This is an optimization exercise on Yosys and OpenROAD, whose aim is small area, a short achievable clock period and few clock cycles per item, not a production implementation.
The RTL was checked by simulation tests, not by an equivalence proof against the original design.
Power figures rest on the tool's default switching activity, not on a simulated workload.

File: flow/design.v
module trng (
    input  wire        clk,
    input  wire        rst,
    input  wire        step,
    output wire [36:0] z
);
    reg  [31:0] wa;
    reg  [31:0] wb;
    wire [42:0] ea;
    wire [42:0] eb;
    assign ea[31:0] = wa;
    assign eb[31:0] = wb;
    assign ea[32] = ea[0] ^ ea[10] ^ ea[30] ^ ea[31];
    assign ea[33] = ea[1] ^ ea[11] ^ ea[31] ^ ea[32];
    assign ea[34] = ea[2] ^ ea[12] ^ ea[32] ^ ea[33];
    assign ea[35] = ea[3] ^ ea[13] ^ ea[33] ^ ea[34];
    assign ea[36] = ea[4] ^ ea[14] ^ ea[34] ^ ea[35];
    assign ea[37] = ea[5] ^ ea[15] ^ ea[35] ^ ea[36];
    assign ea[38] = ea[6] ^ ea[16] ^ ea[36] ^ ea[37];
    assign ea[39] = ea[7] ^ ea[17] ^ ea[37] ^ ea[38];
    assign ea[40] = ea[8] ^ ea[18] ^ ea[38] ^ ea[39];
    assign ea[41] = ea[9] ^ ea[19] ^ ea[39] ^ ea[40];
    assign ea[42] = ea[10] ^ ea[20] ^ ea[40] ^ ea[41];
    assign eb[32] = eb[0] ^ eb[2] ^ eb[6] ^ eb[7];
    assign eb[33] = eb[1] ^ eb[3] ^ eb[7] ^ eb[8];
    assign eb[34] = eb[2] ^ eb[4] ^ eb[8] ^ eb[9];
    assign eb[35] = eb[3] ^ eb[5] ^ eb[9] ^ eb[10];
    assign eb[36] = eb[4] ^ eb[6] ^ eb[10] ^ eb[11];
    assign eb[37] = eb[5] ^ eb[7] ^ eb[11] ^ eb[12];
    assign eb[38] = eb[6] ^ eb[8] ^ eb[12] ^ eb[13];
    assign eb[39] = eb[7] ^ eb[9] ^ eb[13] ^ eb[14];
    assign eb[40] = eb[8] ^ eb[10] ^ eb[14] ^ eb[15];
    assign eb[41] = eb[9] ^ eb[11] ^ eb[15] ^ eb[16];
    assign eb[42] = eb[10] ^ eb[12] ^ eb[16] ^ eb[17];
    always @(posedge clk or posedge rst) begin
        if (rst) begin
            wa <= 32'hF5761CD6;
            wb <= 32'hBD9243BC;
        end else if (step) begin
            wa <= ea[42:11];
            wb <= eb[42:11];
        end
    end
    wire [62:26] a;
    wire [46:10] b;
    assign a[62:31] = wa;
    assign b[41:10] = wb;
    assign a[30] = a[62] ^ a[40] ^ a[60] ^ a[61];
    assign a[29] = a[61] ^ a[39] ^ a[59] ^ a[60];
    assign a[28] = a[60] ^ a[38] ^ a[58] ^ a[59];
    assign a[27] = a[59] ^ a[37] ^ a[57] ^ a[58];
    assign a[26] = a[58] ^ a[36] ^ a[56] ^ a[57];
    assign b[42] = b[10] ^ b[12] ^ b[16] ^ b[17];
    assign b[43] = b[11] ^ b[13] ^ b[17] ^ b[18];
    assign b[44] = b[12] ^ b[14] ^ b[18] ^ b[19];
    assign b[45] = b[13] ^ b[15] ^ b[19] ^ b[20];
    assign b[46] = b[14] ^ b[16] ^ b[20] ^ b[21];
    genvar d;
    generate for (d = 0; d < 37; d = d + 1) begin : zg
        assign z[d] = a[62-d] ^ b[46-d];
    end endgenerate
endmodule
module drbg (
    input  wire        clk,
    input  wire        load,         
    input  wire        adv,          
    input  wire [36:0] z,
    output wire [15:0] mask          
);
    reg [24:0] ah;
    reg [4:0]  lane;
    reg        h;                    
    wire [24:0] f0;
    assign f0[0] = ah[9] ^ ah[2];
    assign f0[1] = ah[10] ^ ah[3];
    assign f0[2] = ah[11] ^ ah[4];
    assign f0[3] = ah[12] ^ ah[5];
    assign f0[4] = ah[13] ^ ah[6];
    assign f0[5] = ah[14] ^ ah[7];
    assign f0[6] = ah[15] ^ ah[8];
    assign f0[7] = ah[16] ^ ah[9];
    assign f0[8] = ah[17] ^ ah[10];
    assign f0[9] = ah[18] ^ ah[11];
    assign f0[10] = ah[19] ^ ah[12];
    assign f0[11] = ah[20] ^ ah[13];
    assign f0[12] = ah[21] ^ ah[14];
    assign f0[13] = ah[22] ^ ah[15];
    assign f0[14] = ah[23] ^ ah[16];
    assign f0[15] = ah[24] ^ ah[17];
    assign f0[16] = ah[0] ^ ah[18];
    assign f0[17] = ah[1] ^ ah[19];
    assign f0[18] = ah[2] ^ ah[20];
    assign f0[19] = ah[3] ^ ah[21];
    assign f0[20] = ah[4] ^ ah[22];
    assign f0[21] = ah[5] ^ ah[23];
    assign f0[22] = ah[6] ^ ah[24];
    assign f0[23] = ah[7] ^ ah[0];
    assign f0[24] = ah[8] ^ ah[1];
    wire [24:0] f1;
    assign f1[0] = f0[0] ^ f0[9];
    assign f1[1] = f0[1] ^ f0[10];
    assign f1[2] = f0[2] ^ f0[11];
    assign f1[3] = f0[3] ^ f0[12];
    assign f1[4] = f0[4] ^ f0[13];
    assign f1[5] = f0[5] ^ f0[14];
    assign f1[6] = f0[6] ^ f0[15];
    assign f1[7] = f0[7] ^ f0[16];
    assign f1[8] = f0[8] ^ f0[17];
    assign f1[9] = f0[9] ^ f0[18];
    assign f1[10] = f0[10] ^ f0[19];
    assign f1[11] = f0[11] ^ f0[20];
    assign f1[12] = f0[12] ^ f0[21];
    assign f1[13] = f0[13] ^ f0[22];
    assign f1[14] = f0[14] ^ f0[23];
    assign f1[15] = f0[15] ^ f0[24];
    assign f1[16] = f0[16] ^ f0[0];
    assign f1[17] = f0[17] ^ f0[1];
    assign f1[18] = f0[18] ^ f0[2];
    assign f1[19] = f0[19] ^ f0[3];
    assign f1[20] = f0[20] ^ f0[4];
    assign f1[21] = f0[21] ^ f0[5];
    assign f1[22] = f0[22] ^ f0[6];
    assign f1[23] = f0[23] ^ f0[7];
    assign f1[24] = f0[24] ^ f0[8];
    wire [24:0] f2;
    assign f2[0] = f1[0] ^ f1[17] ^ f1[1];
    assign f2[1] = f1[1] ^ f1[18] ^ f1[2];
    assign f2[2] = f1[2] ^ f1[19] ^ f1[3];
    assign f2[3] = f1[3] ^ f1[20] ^ f1[4];
    assign f2[4] = f1[4] ^ f1[21] ^ f1[5];
    assign f2[5] = f1[5] ^ f1[22] ^ f1[6];
    assign f2[6] = f1[6] ^ f1[23] ^ f1[7];
    assign f2[7] = f1[7] ^ f1[24] ^ f1[8];
    assign f2[8] = f1[8] ^ f1[0] ^ f1[9];
    assign f2[9] = f1[9] ^ f1[1] ^ f1[10];
    assign f2[10] = f1[10] ^ f1[2] ^ f1[11];
    assign f2[11] = f1[11] ^ f1[3] ^ f1[12];
    assign f2[12] = f1[12] ^ f1[4] ^ f1[13];
    assign f2[13] = f1[13] ^ f1[5] ^ f1[14];
    assign f2[14] = f1[14] ^ f1[6] ^ f1[15];
    assign f2[15] = f1[15] ^ f1[7] ^ f1[16];
    assign f2[16] = f1[16] ^ f1[8] ^ f1[17];
    assign f2[17] = f1[17] ^ f1[9] ^ f1[18];
    assign f2[18] = f1[18] ^ f1[10] ^ f1[19];
    assign f2[19] = f1[19] ^ f1[11] ^ f1[20];
    assign f2[20] = f1[20] ^ f1[12] ^ f1[21];
    assign f2[21] = f1[21] ^ f1[13] ^ f1[22];
    assign f2[22] = f1[22] ^ f1[14] ^ f1[23];
    assign f2[23] = f1[23] ^ f1[15] ^ f1[24];
    assign f2[24] = f1[24] ^ f1[16] ^ f1[0];
    wire [24:0] f3;
    assign f3[0] = f2[0] ^ f2[9] ^ f2[2];
    assign f3[1] = f2[1] ^ f2[10] ^ f2[3];
    assign f3[2] = f2[2] ^ f2[11] ^ f2[4];
    assign f3[3] = f2[3] ^ f2[12] ^ f2[5];
    assign f3[4] = f2[4] ^ f2[13] ^ f2[6];
    assign f3[5] = f2[5] ^ f2[14] ^ f2[7];
    assign f3[6] = f2[6] ^ f2[15] ^ f2[8];
    assign f3[7] = f2[7] ^ f2[16] ^ f2[9];
    assign f3[8] = f2[8] ^ f2[17] ^ f2[10];
    assign f3[9] = f2[9] ^ f2[18] ^ f2[11];
    assign f3[10] = f2[10] ^ f2[19] ^ f2[12];
    assign f3[11] = f2[11] ^ f2[20] ^ f2[13];
    assign f3[12] = f2[12] ^ f2[21] ^ f2[14];
    assign f3[13] = f2[13] ^ f2[22] ^ f2[15];
    assign f3[14] = f2[14] ^ f2[23] ^ f2[16];
    assign f3[15] = f2[15] ^ f2[24] ^ f2[17];
    assign f3[16] = f2[16] ^ f2[0] ^ f2[18];
    assign f3[17] = f2[17] ^ f2[1] ^ f2[19];
    assign f3[18] = f2[18] ^ f2[2] ^ f2[20];
    assign f3[19] = f2[19] ^ f2[3] ^ f2[21];
    assign f3[20] = f2[20] ^ f2[4] ^ f2[22];
    assign f3[21] = f2[21] ^ f2[5] ^ f2[23];
    assign f3[22] = f2[22] ^ f2[6] ^ f2[24];
    assign f3[23] = f2[23] ^ f2[7] ^ f2[0];
    assign f3[24] = f2[24] ^ f2[8] ^ f2[1];
    always @(posedge clk) begin
        if (load) begin
            ah <= 25'h1F02161;
            lane <= 5'd0;
            h <= 1'b1;
        end else if (adv) begin
            if (!h) begin
                h <= 1'b1;
            end else if (lane != 5'd16) begin
                ah <= {ah[0], ah[24:1]};
                lane <= lane + 5'd1;
                h <= 1'b0;
            end else begin
                ah <= f3;
                lane <= 5'd0;
                h <= 1'b0;
            end
        end
    end
    wire [36:0] zs = h ? {4'd0, z[36:4]} : z;
    localparam [31:0] SG0 = 32'h00007480;
    localparam [31:0] SG1 = 32'h0000E3A7;
    localparam [31:0] SG3 = 32'h00004189;
    localparam [31:0] SG7 = 32'h000132D6;
    localparam [31:0] SG15 = 32'h000063AA;
    assign mask[0] = (zs[0] & ah[0]) ^ (zs[8] & ah[24]) ^ (zs[16] & ah[23]) ^ (zs[24] & ah[22]) ^ (~h & (ah[21] ^ ah[18] ^ ah[15] ^ ah[13] ^ ah[12] ^ ah[11] ^ ah[8] ^ ah[7] ^ ah[6] ^ ah[4] ^ ah[3] ^ SG0[lane]));
    assign mask[1] = (zs[1] & ah[0]) ^ (zs[9] & ah[24]) ^ (zs[17] & ah[23]) ^ (zs[25] & ah[22]) ^ (~h & (ah[0] ^ ah[24] ^ ah[23] ^ ah[21] ^ ah[20] ^ ah[18] ^ ah[17] ^ ah[16] ^ ah[12] ^ ah[11] ^ ah[10] ^ ah[8] ^ ah[7] ^ ah[4] ^ ah[3] ^ SG1[lane]));
    assign mask[2] = (zs[2] & ah[0]) ^ (zs[10] & ah[24]) ^ (zs[18] & ah[23]) ^ (zs[26] & ah[22]) ^ (~h & (ah[21]));
    assign mask[3] = (zs[3] & ah[0]) ^ (zs[11] & ah[24]) ^ (zs[19] & ah[23]) ^ (zs[27] & ah[22]) ^ (~h & (ah[0] ^ ah[22] ^ ah[21] ^ ah[18] ^ ah[17] ^ ah[11] ^ ah[8] ^ ah[7] ^ ah[4] ^ ah[3] ^ SG3[lane]));
    assign mask[4] = (zs[4] & ah[0]) ^ (zs[12] & ah[24]) ^ (zs[20] & ah[23]) ^ (zs[28] & ah[22]) ^ (~h & (ah[21]));
    assign mask[5] = (zs[5] & ah[0]) ^ (zs[13] & ah[24]) ^ (zs[21] & ah[23]) ^ (zs[29] & ah[22]);
    assign mask[6] = (zs[6] & ah[0]) ^ (zs[14] & ah[24]) ^ (zs[22] & ah[23]) ^ (zs[30] & ah[22]);
    assign mask[7] = (zs[7] & ah[0]) ^ (zs[15] & ah[24]) ^ (zs[23] & ah[23]) ^ (zs[31] & ah[22]) ^ (~h & (ah[24] ^ ah[23] ^ ah[21] ^ ah[19] ^ ah[18] ^ ah[16] ^ ah[13] ^ ah[12] ^ ah[9] ^ ah[8] ^ ah[6] ^ ah[3] ^ SG7[lane]));
    assign mask[8] = (zs[1] & ah[0]) ^ (zs[9] & ah[24]) ^ (zs[17] & ah[23]) ^ (zs[25] & ah[22]);
    assign mask[9] = (zs[2] & ah[0]) ^ (zs[10] & ah[24]) ^ (zs[18] & ah[23]) ^ (zs[26] & ah[22]);
    assign mask[10] = (zs[3] & ah[0]) ^ (zs[11] & ah[24]) ^ (zs[19] & ah[23]) ^ (zs[27] & ah[22]);
    assign mask[11] = (zs[4] & ah[0]) ^ (zs[12] & ah[24]) ^ (zs[20] & ah[23]) ^ (zs[28] & ah[22]);
    assign mask[12] = (zs[5] & ah[0]) ^ (zs[13] & ah[24]) ^ (zs[21] & ah[23]) ^ (zs[29] & ah[22]);
    assign mask[13] = (zs[6] & ah[0]) ^ (zs[14] & ah[24]) ^ (zs[22] & ah[23]) ^ (zs[30] & ah[22]);
    assign mask[14] = (zs[7] & ah[0]) ^ (zs[15] & ah[24]) ^ (zs[23] & ah[23]) ^ (zs[31] & ah[22]);
    assign mask[15] = (zs[8] & ah[0]) ^ (zs[16] & ah[24]) ^ (zs[24] & ah[23]) ^ (zs[32] & ah[22]) ^ (~h & (ah[24] ^ ah[22] ^ ah[20] ^ ah[18] ^ ah[17] ^ ah[16] ^ ah[12] ^ ah[11] ^ ah[8] ^ ah[6] ^ ah[5] ^ ah[3] ^ ah[2] ^ SG15[lane]));
endmodule
module cdt_fast (
    input  wire [11:0] uh,
    input  wire [1:0]  sel,
    output wire [4:0]  idx,
    output wire        amb
);
    wire [19:0] g0;
    wire [19:0] e0;
    assign g0[0] = uh > 12'd0;
    assign e0[0] = uh == 12'd0;
    assign g0[1] = uh > 12'd0;
    assign e0[1] = uh == 12'd0;
    assign g0[2] = uh > 12'd0;
    assign e0[2] = uh == 12'd0;
    assign g0[3] = uh > 12'd0;
    assign e0[3] = uh == 12'd0;
    assign g0[4] = uh > 12'd0;
    assign e0[4] = uh == 12'd0;
    assign g0[5] = uh > 12'd0;
    assign e0[5] = uh == 12'd0;
    assign g0[6] = uh > 12'd12;
    assign e0[6] = uh == 12'd12;
    assign g0[7] = uh > 12'd103;
    assign e0[7] = uh == 12'd103;
    assign g0[8] = uh > 12'd492;
    assign e0[8] = uh == 12'd492;
    assign g0[9] = uh > 12'd1424;
    assign e0[9] = uh == 12'd1424;
    assign g0[10] = uh > 12'd2671;
    assign e0[10] = uh == 12'd2671;
    assign g0[11] = uh > 12'd3603;
    assign e0[11] = uh == 12'd3603;
    assign g0[12] = uh > 12'd3992;
    assign e0[12] = uh == 12'd3992;
    assign g0[13] = uh > 12'd4083;
    assign e0[13] = uh == 12'd4083;
    assign g0[14] = uh > 12'd4095;
    assign e0[14] = uh == 12'd4095;
    assign g0[15] = uh > 12'd4095;
    assign e0[15] = uh == 12'd4095;
    assign g0[16] = uh > 12'd4095;
    assign e0[16] = uh == 12'd4095;
    assign g0[17] = uh > 12'd4095;
    assign e0[17] = uh == 12'd4095;
    assign g0[18] = uh > 12'd4095;
    assign e0[18] = uh == 12'd4095;
    assign g0[19] = uh > 12'd4095;
    assign e0[19] = uh == 12'd4095;
    wire [19:0] g1;
    wire [19:0] e1;
    assign g1[0] = uh > 12'd0;
    assign e1[0] = uh == 12'd0;
    assign g1[1] = uh > 12'd0;
    assign e1[1] = uh == 12'd0;
    assign g1[2] = uh > 12'd0;
    assign e1[2] = uh == 12'd0;
    assign g1[3] = uh > 12'd0;
    assign e1[3] = uh == 12'd0;
    assign g1[4] = uh > 12'd0;
    assign e1[4] = uh == 12'd0;
    assign g1[5] = uh > 12'd2;
    assign e1[5] = uh == 12'd2;
    assign g1[6] = uh > 12'd25;
    assign e1[6] = uh == 12'd25;
    assign g1[7] = uh > 12'd151;
    assign e1[7] = uh == 12'd151;
    assign g1[8] = uh > 12'd581;
    assign e1[8] = uh == 12'd581;
    assign g1[9] = uh > 12'd1476;
    assign e1[9] = uh == 12'd1476;
    assign g1[10] = uh > 12'd2619;
    assign e1[10] = uh == 12'd2619;
    assign g1[11] = uh > 12'd3514;
    assign e1[11] = uh == 12'd3514;
    assign g1[12] = uh > 12'd3944;
    assign e1[12] = uh == 12'd3944;
    assign g1[13] = uh > 12'd4070;
    assign e1[13] = uh == 12'd4070;
    assign g1[14] = uh > 12'd4093;
    assign e1[14] = uh == 12'd4093;
    assign g1[15] = uh > 12'd4095;
    assign e1[15] = uh == 12'd4095;
    assign g1[16] = uh > 12'd4095;
    assign e1[16] = uh == 12'd4095;
    assign g1[17] = uh > 12'd4095;
    assign e1[17] = uh == 12'd4095;
    assign g1[18] = uh > 12'd4095;
    assign e1[18] = uh == 12'd4095;
    assign g1[19] = uh > 12'd4095;
    assign e1[19] = uh == 12'd4095;
    wire [19:0] g2;
    wire [19:0] e2;
    assign g2[0] = uh > 12'd0;
    assign e2[0] = uh == 12'd0;
    assign g2[1] = uh > 12'd0;
    assign e2[1] = uh == 12'd0;
    assign g2[2] = uh > 12'd0;
    assign e2[2] = uh == 12'd0;
    assign g2[3] = uh > 12'd0;
    assign e2[3] = uh == 12'd0;
    assign g2[4] = uh > 12'd0;
    assign e2[4] = uh == 12'd0;
    assign g2[5] = uh > 12'd7;
    assign e2[5] = uh == 12'd7;
    assign g2[6] = uh > 12'd49;
    assign e2[6] = uh == 12'd49;
    assign g2[7] = uh > 12'd218;
    assign e2[7] = uh == 12'd218;
    assign g2[8] = uh > 12'd682;
    assign e2[8] = uh == 12'd682;
    assign g2[9] = uh > 12'd1529;
    assign e2[9] = uh == 12'd1529;
    assign g2[10] = uh > 12'd2566;
    assign e2[10] = uh == 12'd2566;
    assign g2[11] = uh > 12'd3413;
    assign e2[11] = uh == 12'd3413;
    assign g2[12] = uh > 12'd3877;
    assign e2[12] = uh == 12'd3877;
    assign g2[13] = uh > 12'd4046;
    assign e2[13] = uh == 12'd4046;
    assign g2[14] = uh > 12'd4088;
    assign e2[14] = uh == 12'd4088;
    assign g2[15] = uh > 12'd4095;
    assign e2[15] = uh == 12'd4095;
    assign g2[16] = uh > 12'd4095;
    assign e2[16] = uh == 12'd4095;
    assign g2[17] = uh > 12'd4095;
    assign e2[17] = uh == 12'd4095;
    assign g2[18] = uh > 12'd4095;
    assign e2[18] = uh == 12'd4095;
    assign g2[19] = uh > 12'd4095;
    assign e2[19] = uh == 12'd4095;
    wire [19:0] g3;
    wire [19:0] e3;
    assign g3[0] = uh > 12'd0;
    assign e3[0] = uh == 12'd0;
    assign g3[1] = uh > 12'd0;
    assign e3[1] = uh == 12'd0;
    assign g3[2] = uh > 12'd0;
    assign e3[2] = uh == 12'd0;
    assign g3[3] = uh > 12'd0;
    assign e3[3] = uh == 12'd0;
    assign g3[4] = uh > 12'd6;
    assign e3[4] = uh == 12'd6;
    assign g3[5] = uh > 12'd30;
    assign e3[5] = uh == 12'd30;
    assign g3[6] = uh > 12'd119;
    assign e3[6] = uh == 12'd119;
    assign g3[7] = uh > 12'd361;
    assign e3[7] = uh == 12'd361;
    assign g3[8] = uh > 12'd854;
    assign e3[8] = uh == 12'd854;
    assign g3[9] = uh > 12'd1611;
    assign e3[9] = uh == 12'd1611;
    assign g3[10] = uh > 12'd2484;
    assign e3[10] = uh == 12'd2484;
    assign g3[11] = uh > 12'd3241;
    assign e3[11] = uh == 12'd3241;
    assign g3[12] = uh > 12'd3734;
    assign e3[12] = uh == 12'd3734;
    assign g3[13] = uh > 12'd3976;
    assign e3[13] = uh == 12'd3976;
    assign g3[14] = uh > 12'd4065;
    assign e3[14] = uh == 12'd4065;
    assign g3[15] = uh > 12'd4089;
    assign e3[15] = uh == 12'd4089;
    assign g3[16] = uh > 12'd4095;
    assign e3[16] = uh == 12'd4095;
    assign g3[17] = uh > 12'd4095;
    assign e3[17] = uh == 12'd4095;
    assign g3[18] = uh > 12'd4095;
    assign e3[18] = uh == 12'd4095;
    assign g3[19] = uh > 12'd4095;
    assign e3[19] = uh == 12'd4095;
    wire [19:0] th = sel[1] ? (sel[0] ? g3 : g2) : (sel[0] ? g1 : g0);
    assign amb = sel[1] ? (sel[0] ? |e3 : |e2) : (sel[0] ? |e1 : |e0);
    assign idx[4] = th[15];
    assign idx[3] = th[7] & ~th[15];
    assign idx[2] = (th[3] & ~th[7]) | (th[11] & ~th[15]) | th[19];
    assign idx[1] = (th[1] & ~th[3]) | (th[5] & ~th[7]) | (th[9] & ~th[11]) | (th[13] & ~th[15]) | (th[17] & ~th[19]);
    assign idx[0] = (th[0] & ~th[1]) | (th[2] & ~th[3]) | (th[4] & ~th[5]) | (th[6] & ~th[7]) | (th[8] & ~th[9]) |
                    (th[10] & ~th[11]) | (th[12] & ~th[13]) | (th[14] & ~th[15]) | (th[16] & ~th[17]) | (th[18] & ~th[19]);
endmodule
module cdt_rom (
    input  wire [1:0]  sel,
    input  wire [4:0]  idx,
    output wire [51:0] k,
    output wire        last
);
    wire [127:0] dec = 128'd1 << {sel, idx};
    assign k[0] = |(dec & 128'h000000000000001F0000001800000033);
    assign k[1] = |(dec & 128'h0000000D000000110000001300000034);
    assign k[2] = |(dec & 128'h00000011000000030000001400000011);
    assign k[3] = |(dec & 128'h00000006000000240000000C00000015);
    assign k[4] = |(dec & 128'h0000001B00000000000000430000001B);
    assign k[5] = |(dec & 128'h0000003D000000770000000D0000005B);
    assign k[6] = |(dec & 128'h0000002F000000460000000F0000001A);
    assign k[7] = |(dec & 128'h000000330000005A00000086000000F5);
    assign k[8] = |(dec & 128'h0000006200000031000000170000001E);
    assign k[9] = |(dec & 128'h0000004F00000020000000F400000069);
    assign k[10] = |(dec & 128'h000003E8000003610000014D000001DC);
    assign k[11] = |(dec & 128'h000B87F5000E73860008D6FC00027138);
    assign k[12] = |(dec & 128'h000BEA800006D35100022DB90002A1A8);
    assign k[13] = |(dec & 128'h000CAAAE000ADC420000EA8D000B1171);
    assign k[14] = |(dec & 128'h00052AB50002D543000EDC4A0001F805);
    assign k[15] = |(dec & 128'h000B5C52000AC3C2000615790006F10B);
    assign k[16] = |(dec & 128'h00023A3B00043A350001C5C7000EDE48);
    assign k[17] = |(dec & 128'h00003C3F000D5A5C0009EA860005D345);
    assign k[18] = |(dec & 128'h0006FC09000E6A980008A3AE00044ADD);
    assign k[19] = |(dec & 128'h000DF50400088AEE00078AE10004BA2D);
    assign k[20] = |(dec & 128'h000B2AB200038AE300037513000F4AD0);
    assign k[21] = |(dec & 128'h0002659B000D6A940008731E000C137C);
    assign k[22] = |(dec & 128'h0002E38B000B53520001CCC7000D83E4);
    assign k[23] = |(dec & 128'h000085EF000EAAA800083A3E000D5C54);
    assign k[24] = |(dec & 128'h00095A56000CFC0C000F3330000FA3A0);
    assign k[25] = |(dec & 128'h0004333D0004E38D000783E1000E5558);
    assign k[26] = |(dec & 128'h00008AEF00001C7F00061579000EF508);
    assign k[27] = |(dec & 128'h00094CD600099366000BD542000F1C70);
    assign k[28] = |(dec & 128'h0004EA8D000BDA420009157600094AD6);
    assign k[29] = |(dec & 128'h00079C6100045C5D000B03F2000D7514);
    assign k[30] = |(dec & 128'h0002D54B0001DC47000EDA48000D4CD4);
    assign k[31] = |(dec & 128'h000F353000075C5100096596000FA3A0);
    assign k[32] = |(dec & 128'h0001ACA70002A5AB000C83EC000C45DC);
    assign k[33] = |(dec & 128'h000925B6000CC5CC000A6C9A000F1A70);
    assign k[34] = |(dec & 128'h00036593000CEC8C000D9C64000F7310);
    assign k[35] = |(dec & 128'h00036A93000A7C1A000FACA0000D8CE4);
    assign k[36] = |(dec & 128'h0003B5230008E58E000C353C000E1378);
    assign k[37] = |(dec & 128'h000EF308000D6594000D9A64000F3C30);
    assign k[38] = |(dec & 128'h0001C5C70008751E000E43D8000F5550);
    assign k[39] = |(dec & 128'h000E0AF8000DB524000C05FC000F3530);
    assign k[40] = |(dec & 128'h000EFC08000F5550000FA3A0000EE388);
    assign k[41] = |(dec & 128'h00059A65000C23BC000FFA00000EDC48);
    assign k[42] = |(dec & 128'h0008659E000E8AE8000E5C58000F1570);
    assign k[43] = |(dec & 128'h000ED348000DE384000E23B8000F7A10);
    assign k[44] = |(dec & 128'h000E9A68000F6A90000E83E8000FA5A0);
    assign k[45] = |(dec & 128'h00083C3E000E6598000FDA40000FCAC0);
    assign k[46] = |(dec & 128'h000EA3A8000EE588000F1570000FEC80);
    assign k[47] = |(dec & 128'h000D7314000E5C58000F0CF0000F6C90);
    assign k[48] = |(dec & 128'h000D9564000FB520000FE380000FF500);
    assign k[49] = |(dec & 128'h000EA3A8000FEA80000F1C70000F9A60);
    assign k[50] = |(dec & 128'h000ED548000F7310000FCCC0000FACA0);
    assign k[51] = |(dec & 128'h000E83E8000F2AB0000FA3A0000F9360);
    assign last = |(dec & 128'h0008FFF800087FF000087FF000083FE0);
endmodule
`timescale 1ns / 1ps
module masked_gaussian_system_multi_sigma #(
    parameter PRECISION = 64,
    parameter TABLE_SIZE = 21,
    parameter X_MIN = -10,
    parameter X_MAX = 10,
    parameter SAMPLE_WIDTH = 16,
    parameter CENTER_WIDTH = 32,
    parameter CENTER_FRAC_BITS = 16,
    parameter SEED_WIDTH = 256,
    parameter MASK_WIDTH = 32,
    parameter NUM_SIGMA_TABLES = 4,
    parameter SIGMA_SEL_WIDTH = 2
) (
    input wire clk,
    input wire rst,
    input wire start_reseed,
    input wire start_sample,
    input wire [PRECISION-1:0] random_u,
    input wire signed [CENTER_WIDTH-1:0] center,
    input wire [SIGMA_SEL_WIDTH-1:0] sigma_sel,
    output wire signed [SAMPLE_WIDTH-1:0] sample_share0,
    output wire signed [SAMPLE_WIDTH-1:0] sample_share1,
    output wire sample_valid,
    output wire reseeding,
    output wire [SAMPLE_WIDTH-1:0] sample_reconstructed
);
    reg        rs1;         
    reg        rs2;         
    reg        vld;
    reg        busy;        
    reg [4:0]  idx_r;
    reg [15:0] cb_r;
    reg [15:0] m_r;
    wire [36:0] z;
    wire [15:0] mask;
    wire [4:0]  idx_f;
    wire        amb;
    wire [52-1:0] k_lo;
    wire        k_last;
    trng trng_inst (
        .clk(clk),
        .rst(rst),
        .step(start_reseed | rs1 | rs2),
        .z(z)
    );
    drbg drbg_inst (
        .clk(clk),
        .load(start_reseed),
        .adv(start_sample),
        .z(z),
        .mask(mask)
    );
    cdt_fast fast_inst (
        .uh(random_u[63:52]),
        .sel(sigma_sel),
        .idx(idx_f),
        .amb(amb)
    );
    cdt_rom rom_inst (
        .sel(sigma_sel),
        .idx(idx_r),
        .k(k_lo),
        .last(k_last)
    );
    wire gt   = random_u[52-1:0] > k_lo;
    wire done = ~gt | k_last;
    wire [15:0] cbase = center[31:16] +
        (center[15] ? (center[31] ? 16'hFFF6 : 16'hFFF7) : (center[31] ? 16'hFFF5 : 16'hFFF6));
    always @(posedge clk or posedge rst) begin
        if (rst) begin
            rs1  <= 1'b0;
            rs2  <= 1'b0;
            vld  <= 1'b0;
            busy <= 1'b0;
        end else begin
            rs1  <= start_reseed;
            rs2  <= rs1;
            vld  <= (start_sample & ~amb) | (busy & done);
            busy <= (start_sample & amb) | (busy & ~done);
        end
    end
    always @(posedge clk) begin
        if (busy) begin
            if (gt) idx_r <= idx_r + 5'd1;
        end else begin
            idx_r <= idx_f;
        end
        if (!busy) m_r <= mask;
        cb_r <= cbase;
    end
    wire [15:0] samp = cb_r + {11'd0, idx_r};
    assign sample_share0 = samp ^ m_r;
    assign sample_share1 = m_r;
    assign sample_reconstructed = sample_share0 ^ sample_share1;
    assign sample_valid = vld;
    assign reseeding = rs1 | rs2;
endmodule
File: flow/run.sh
#!/bin/bash
# synth_recipe.tcl (not shown) runs the flow's synth.tcl, then flattens the netlist and writes it again
# the make line also repeats each setting of config.mk as NAME=value (left out here)
make -C /OpenROAD-flow-scripts/flow DESIGN_CONFIG=/design/flow/config.mk WORK_HOME=/design/flow/orfs CLKGATE_MAP_FILE= SYNTH_SCRIPT=/design/flow/synth_recipe.tcl finish
File: flow/config.mk
export PLATFORM = sky130hd
export DESIGN_NAME = masked_gaussian_system_multi_sigma
export DESIGN_NICKNAME = masked_gaussian_system_multi_sigma
export VERILOG_FILES = /design/flow/design.v
export SDC_FILE = /design/flow/constraint.sdc
export NUM_CORES = 8
export LEC_CHECK = 0
export CAP_MARGIN = 20
export CORE_MARGIN = 2
export CORE_UTILIZATION = 40
export SLEW_MARGIN = 20
File: flow/constraint.sdc
create_clock -name core_clock -period 9.0 [get_ports {clk}]
set_input_delay 1.8000 -clock core_clock [delete_from_list [all_inputs] [get_ports {clk}]]
set_output_delay 1.8000 -clock core_clock [all_outputs]
set_load 0.01 [all_outputs]
==> flow_summary.yaml <==
status:
  status: "timing/DRC/antenna clean"
placement:
  io_buffers: 136
  placed_cells: 2686
  globalplace.congestion: 1.046
  cell_area_after_placement_um2: 18070
  hpwl_after_dpl_mm: 62.46
  worst_slack_at_placement_ns: 2.186
timing:
  fin_worst_skew_ns: 0.01159
  timing.final.hold_violations: 0
  worst_slack_ns: 2.274
  timing.final.crit_share: 0.7473
  max-slew-margin-rel: 0.2308
  final.min_clock_period_ns: 6.726
  setup_viol_count_final: 0
  clock.fmax_mhz: 148.7
  finalMaxSlewViolations: 0
  setup_tns_ns: 0
  rsz_0062_raised_after_global_routing: "false"
  worst_slew_pin_slew_ns: 1.151
clocking:
  cts_hold_buffers: 0
  insertion_delay_ns: 0.44
  cts_setup_buffers: 0
  clock_pin_slew_worst_setup_and_hold_paths_ns: 0.06
  cts_buffers: 17
  cts_root_buf: "sky130_fd_sc_hd__clkbuf_16"
  post_cts_resize_count: 0
  tritoncts_clock_tree: "done"
  cts.htree.levels: 4
  cts_sinks: 134
  cts-root-to-sink-buffers: 2
global_route:
  first_global_vias: 17010
  grt_max_degree: 77
  grt_antenna_before_repair: 1
  grt_usage: 0.3804
  grt_overflow: 0
  wire_length_of_the_first_global_routing_pass_mm: 117.2
synthesis:
  simple_gate_share_of_the_synthesized_area: 0.2520
  number_of_warnings_issued_by_yosys: 3
  ys_async_sr_fraction: 0.5075
  synth_top_cell_by_area: "sky130_fd_sc_hd__xnor2_1"
  synth.area.top_cells: "sky130_fd_sc_hd__xnor2_1 14%, sky130_fd_sc_hd__dfstp_2 5.8%, sky130_fd_sc_hd__dfxtp_1 5.8%"
  synth_area_um2: 16330
  syn_area_per_cell_um2: 7.665
  primary_flip_flop_cell_chosen_by_synthesis_mapping: "sky130_fd_sc_hd__dfxtp_1"
  synthesized_area_fraction_occupied_by_xor_and_xnor_cells: 0.1991
  ys_ff_latch: 134
  synth_compound_gate_area_share: 0.1992
  synth_adder_area_share: 0.05840
  synthesis.nets: 2307
  yosysUniqueCellTypes: 97
  synth.mux.area_fraction: 0.04146
  combinational_family_with_the_most_area_after_synthesis: "simple AND/OR/NAND/NOR gates"
  syn-instance-count: 2130
  yosys.area.top_type_share: 0.1411
  synth-edff-count: 19
  synth-seq-area-share: 0.1996
cells_and_area:
  layoutNonFillerInstCount: 2720
  area_delta_synth_final_pct: 14.46
  final_design_area_no_fill_um2: 18690
  drive_above_1_share: 0.09881
  final_nets: 2350
floorplanning:
  die_y_um: 206.0
  num_io_pins: 152
  core_area_um2: 40550
  initial_utilization: 0.4026
  chipWidth_um: 206.0
  core.rowCount: 74
  floorplan.die_area_um2: 42450
worst_setup_path:
  critical_path.top_delay_family: "simple AND/OR/NAND/NOR gates"
  cp_common_cell: "sky130_fd_sc_hd__nor3_1"
  critical_path.n_buffers_inverters: 1
  setup.worst_path.start_class: "primary input"
  cp_data_required_time_ns: 9.36
  worstPathCellList: "buf_2 -> nand2b_1 -> nor3_1 -> a31oi_1 -> and4b_1 -> o2111ai_1 -> nor3_1 -> ha_1 -> and4_1 -> nand4_1 -> or3_1 -> nor3_1 -> a211o_1 -> a21o_1 -> a22o_1"
  critical_path_arrival_ns: 7.09
  critPathKind: "in2reg"
  end_kind: "register"
  crit_path_max_fanout: 32
  slowest_stage: "sky130_fd_sc_hd__a31oi_1"
  critical_path.max_stage_delay_ns: 0.85
power_and_ir_drop:
  cellLeakagePower_uw: 0.007286
  power_frac_clock: 0.098
  ir_drop_v: 0.0007278
  internal-power_uw: 3656
  power.switching_fraction: 0.4978
  power_density_nw_per_um2: 389.5
  power.combinational.fraction: 0.716
  sequentialPowerShare: 0.186
  power_switching_uw: 3624
detailed_routing:
  route.detailed.drc: 0
  detail_route.vias_per_cell: 6.627
  dr_total_vias: 18030
  wl_met1_mm: 31.54
  route.top_layer_used: "met4"
  dr_wl_met2_mm: 36.11
  remaining_antenna_violation_count: 0
  drtIter0Drc: 2563
  detail_route.wirelength_mm: 81.66
  drt_pass1_iterations: 8
  met3WireLength_mm: 9.094
  route.detailed.wl_per_inst_um: 30.02
run:
  max_cap_violations: 0
hold_path:
  hold_path.class: "reg2reg"
## Yosys cell counts, types with 14 or more instances
| library cell | instances |
|---|---|
| sky130_fd_sc_hd__a211o_1 | 14 |
| sky130_fd_sc_hd__a211oi_1 | 48 |
| sky130_fd_sc_hd__a21o_1 | 25 |
| sky130_fd_sc_hd__a21oi_1 | 146 |
| sky130_fd_sc_hd__a31oi_1 | 23 |
| sky130_fd_sc_hd__and3_1 | 17 |
| sky130_fd_sc_hd__buf_1 | 19 |
| sky130_fd_sc_hd__buf_2 | 27 |
| sky130_fd_sc_hd__clkbuf_1 | 103 |
| sky130_fd_sc_hd__dfrtp_1 | 32 |
| sky130_fd_sc_hd__dfstp_2 | 36 |
| sky130_fd_sc_hd__dfxtp_1 | 47 |
| sky130_fd_sc_hd__edfxtp_1 | 19 |
| sky130_fd_sc_hd__ha_1 | 73 |
| sky130_fd_sc_hd__inv_1 | 24 |
| sky130_fd_sc_hd__mux2_2 | 53 |
| sky130_fd_sc_hd__nand2_1 | 189 |
| sky130_fd_sc_hd__nand2b_1 | 26 |
| sky130_fd_sc_hd__nand3_1 | 68 |
| sky130_fd_sc_hd__nand4_1 | 46 |
| sky130_fd_sc_hd__nor2_1 | 195 |
| sky130_fd_sc_hd__nor2b_1 | 23 |
| sky130_fd_sc_hd__nor3_1 | 84 |
| sky130_fd_sc_hd__nor4_1 | 55 |
| sky130_fd_sc_hd__o2111ai_1 | 14 |
| sky130_fd_sc_hd__o211ai_1 | 23 |
| sky130_fd_sc_hd__o21ai_0 | 99 |
| sky130_fd_sc_hd__xnor2_1 | 263 |
| sky130_fd_sc_hd__xor2_1 | 98 |
## cells in the final DEF (no fill, tap or decap), drive strengths merged, types with 8 or more instances in the layout
| cell type | instances |
|---|---|
| nand3 | 68 |
| o211a | 8 |
| nand4 | 46 |
| o21a | 13 |
| clkbuf | 22 |
| o2111ai | 14 |
| mux2i | 8 |
| a22oi | 9 |
| dfrtp | 32 |
| nor2 | 196 |
| a21o | 25 |
| dfstp | 36 |
| xnor2 | 263 |
| a211oi | 48 |
| and3 | 17 |
| o211ai | 23 |
| ha | 73 |
| dfxtp | 47 |
| xor2 | 100 |
| nand3b | 11 |
| o31ai | 13 |
| mux2 | 53 |
| inv | 29 |
| or2 | 10 |
| nor4 | 56 |
| o21ai | 100 |
| nand4b | 14 |
| nor2b | 23 |
| or3 | 12 |
| clkdlybuf4s50 | 134 |
| or4 | 11 |
| a31oi | 23 |
| a211o | 14 |
| buf | 55 |
| a21oi | 147 |
| and2 | 10 |
| nand2b | 26 |
| edfxtp | 19 |
| nand2 | 190 |
| nor3 | 84 |
## worst register-to-register path: stages (launching register included)
cell and delay [ns]:
sky130_fd_sc_hd__edfxtp_1 0.48, sky130_fd_sc_hd__inv_1 0.11, sky130_fd_sc_hd__ha_1 0.38, sky130_fd_sc_hd__nand2b_1 0.61, sky130_fd_sc_hd__nor3_1 0.10, sky130_fd_sc_hd__buf_4 0.23, sky130_fd_sc_hd__a21oi_1 0.63, sky130_fd_sc_hd__nor2_1 0.29
sky130_fd_sc_hd__nor3_1 0.70, sky130_fd_sc_hd__nand2_1 0.13, sky130_fd_sc_hd__nor4_1 0.64, sky130_fd_sc_hd__ha_1 0.39, sky130_fd_sc_hd__a21o_1 0.19, sky130_fd_sc_hd__a21o_1 0.17, sky130_fd_sc_hd__a21oi_1 0.16, sky130_fd_sc_hd__nand3b_1 0.13
sky130_fd_sc_hd__nor2_1 0.34, sky130_fd_sc_hd__o21a_1 0.20, sky130_fd_sc_hd__o21ai_0 0.09, sky130_fd_sc_hd__buf_4 0.21
## layer usage
layer | track usage | up-vias
met5 | 0 | -
met4 | 0.1957 | 0
met3 | 0.09808 | 318
met2 | 0.6015 | 1285
met1 | 0.4767 | 8637
li1 | - | 7785
## sequential cells by signal (all words and copies together), names as in the netlist
name	cells
trng_inst.wa	32
trng_inst.wb	32
drbg_inst.ah	25
cb_r	16
m_r	14
drbg_inst.lane	5
idx_r	5
busy	1
drbg_inst.h	1
rs1	1
rs2	1
vld	1
## stage by stage
| step | total power, uW | util | hold slack (ns) |
|---|---|---|---|
| after global placement | 6375 | 0.4456 | 0.3587 |
| after floorplan | 4745 | - | 0.3468 |
| after detailed placement | 6427 | 0.4456 | 0.3656 |
| final | 7280 | 0.4608 | 0.3714 |
| after global routing | 7699 | 0.4607 | 0.3856 |
| after CTS | 7194 | 0.4607 | 0.3778 |
## power by group through the flow
stage | Clock [uW] | Sequential [uW] | Combinational, uW
floorplan | 0 | 1210 | 3530
global placement | 0 | 1350 | 5030
detailed placement | 0 | 1360 | 5070
CTS | 727 | 1350 | 5120
global route | 748 | 1380 | 5570
finish | 713 | 1360 | 5210
## layout make-up
| type | count | area, um^2 |
|---|---|---|
| repair buffers | 189 | 1749 |
| well taps | 532 | 665.6 |
| fillers | 4094 | 21870 |
| clock buffers | 22 | 508.0 |
| multi-input cells | 1805 | 12300 |
| diodes | 2 | 5.005 |
| flip-flops and latches | 134 | 3258 |
| clock inverters | 10 | 102.6 |
| inverters | 26 | 97.59 |
## final timing paths
path | depth (start not counted) | startpoint | end | slack, ns
worst max-delay path | 15 | sigma_sel[0] | vld | 2.27
worst min-delay path | 0 | rs1 | rs2 | 0.37
worst max register to register | 19 | idx_r[0] | idx_r[4] | 2.59
worst min register to register | 0 | rs1 | rs2 | 0.37
max in group asynchronous | 3 | rst | rs2 | 6.43
min in group asynchronous | 3 | rst | trng_inst.wb[19] | 2.00
## logic make-up after synthesis
family,after synthesis
flip-flops,134
AO/OA/AOI/OAI,496
adder cells (fa/ha/maj),75
buffers and inverters,191
multiplexers,61
XOR/XNOR,365
AND/OR/NAND/NOR,808
Testbench counts, summed over its fixed seeds: cycles 2,102, samples 2,048.

-- port drivers added, routing unchanged --
The results above use ideal ports. As a check the final layout listed here was re-extracted and re-timed, cells and wires unchanged. Step 1 (the two cells are an assumption about what drives the block):
set clk [get_ports {clk}]
set_driving_cell -lib_cell sky130_fd_sc_hd__clkbuf_16 $clk
set_driving_cell -lib_cell sky130_fd_sc_hd__buf_2 [delete_from_list [all_inputs] $clk]
Step 2 times the ports against the registers' clock, not the clock port: input delays grow and output delays shrink by t, the midpoint of the rising clock arrivals with the driver on. a / b / c = ideal / step 1 / step 2; a / b = the first two.
t (ns): 0.478
setup WS [ns]: 2.274 / 2.286 / 1.808
pins driven straight from the clock port: 1
After both steps this run still meets setup and hold. The setup slack of this run moves by +0.012 ns with the drivers and by -0.466 ns with both steps.
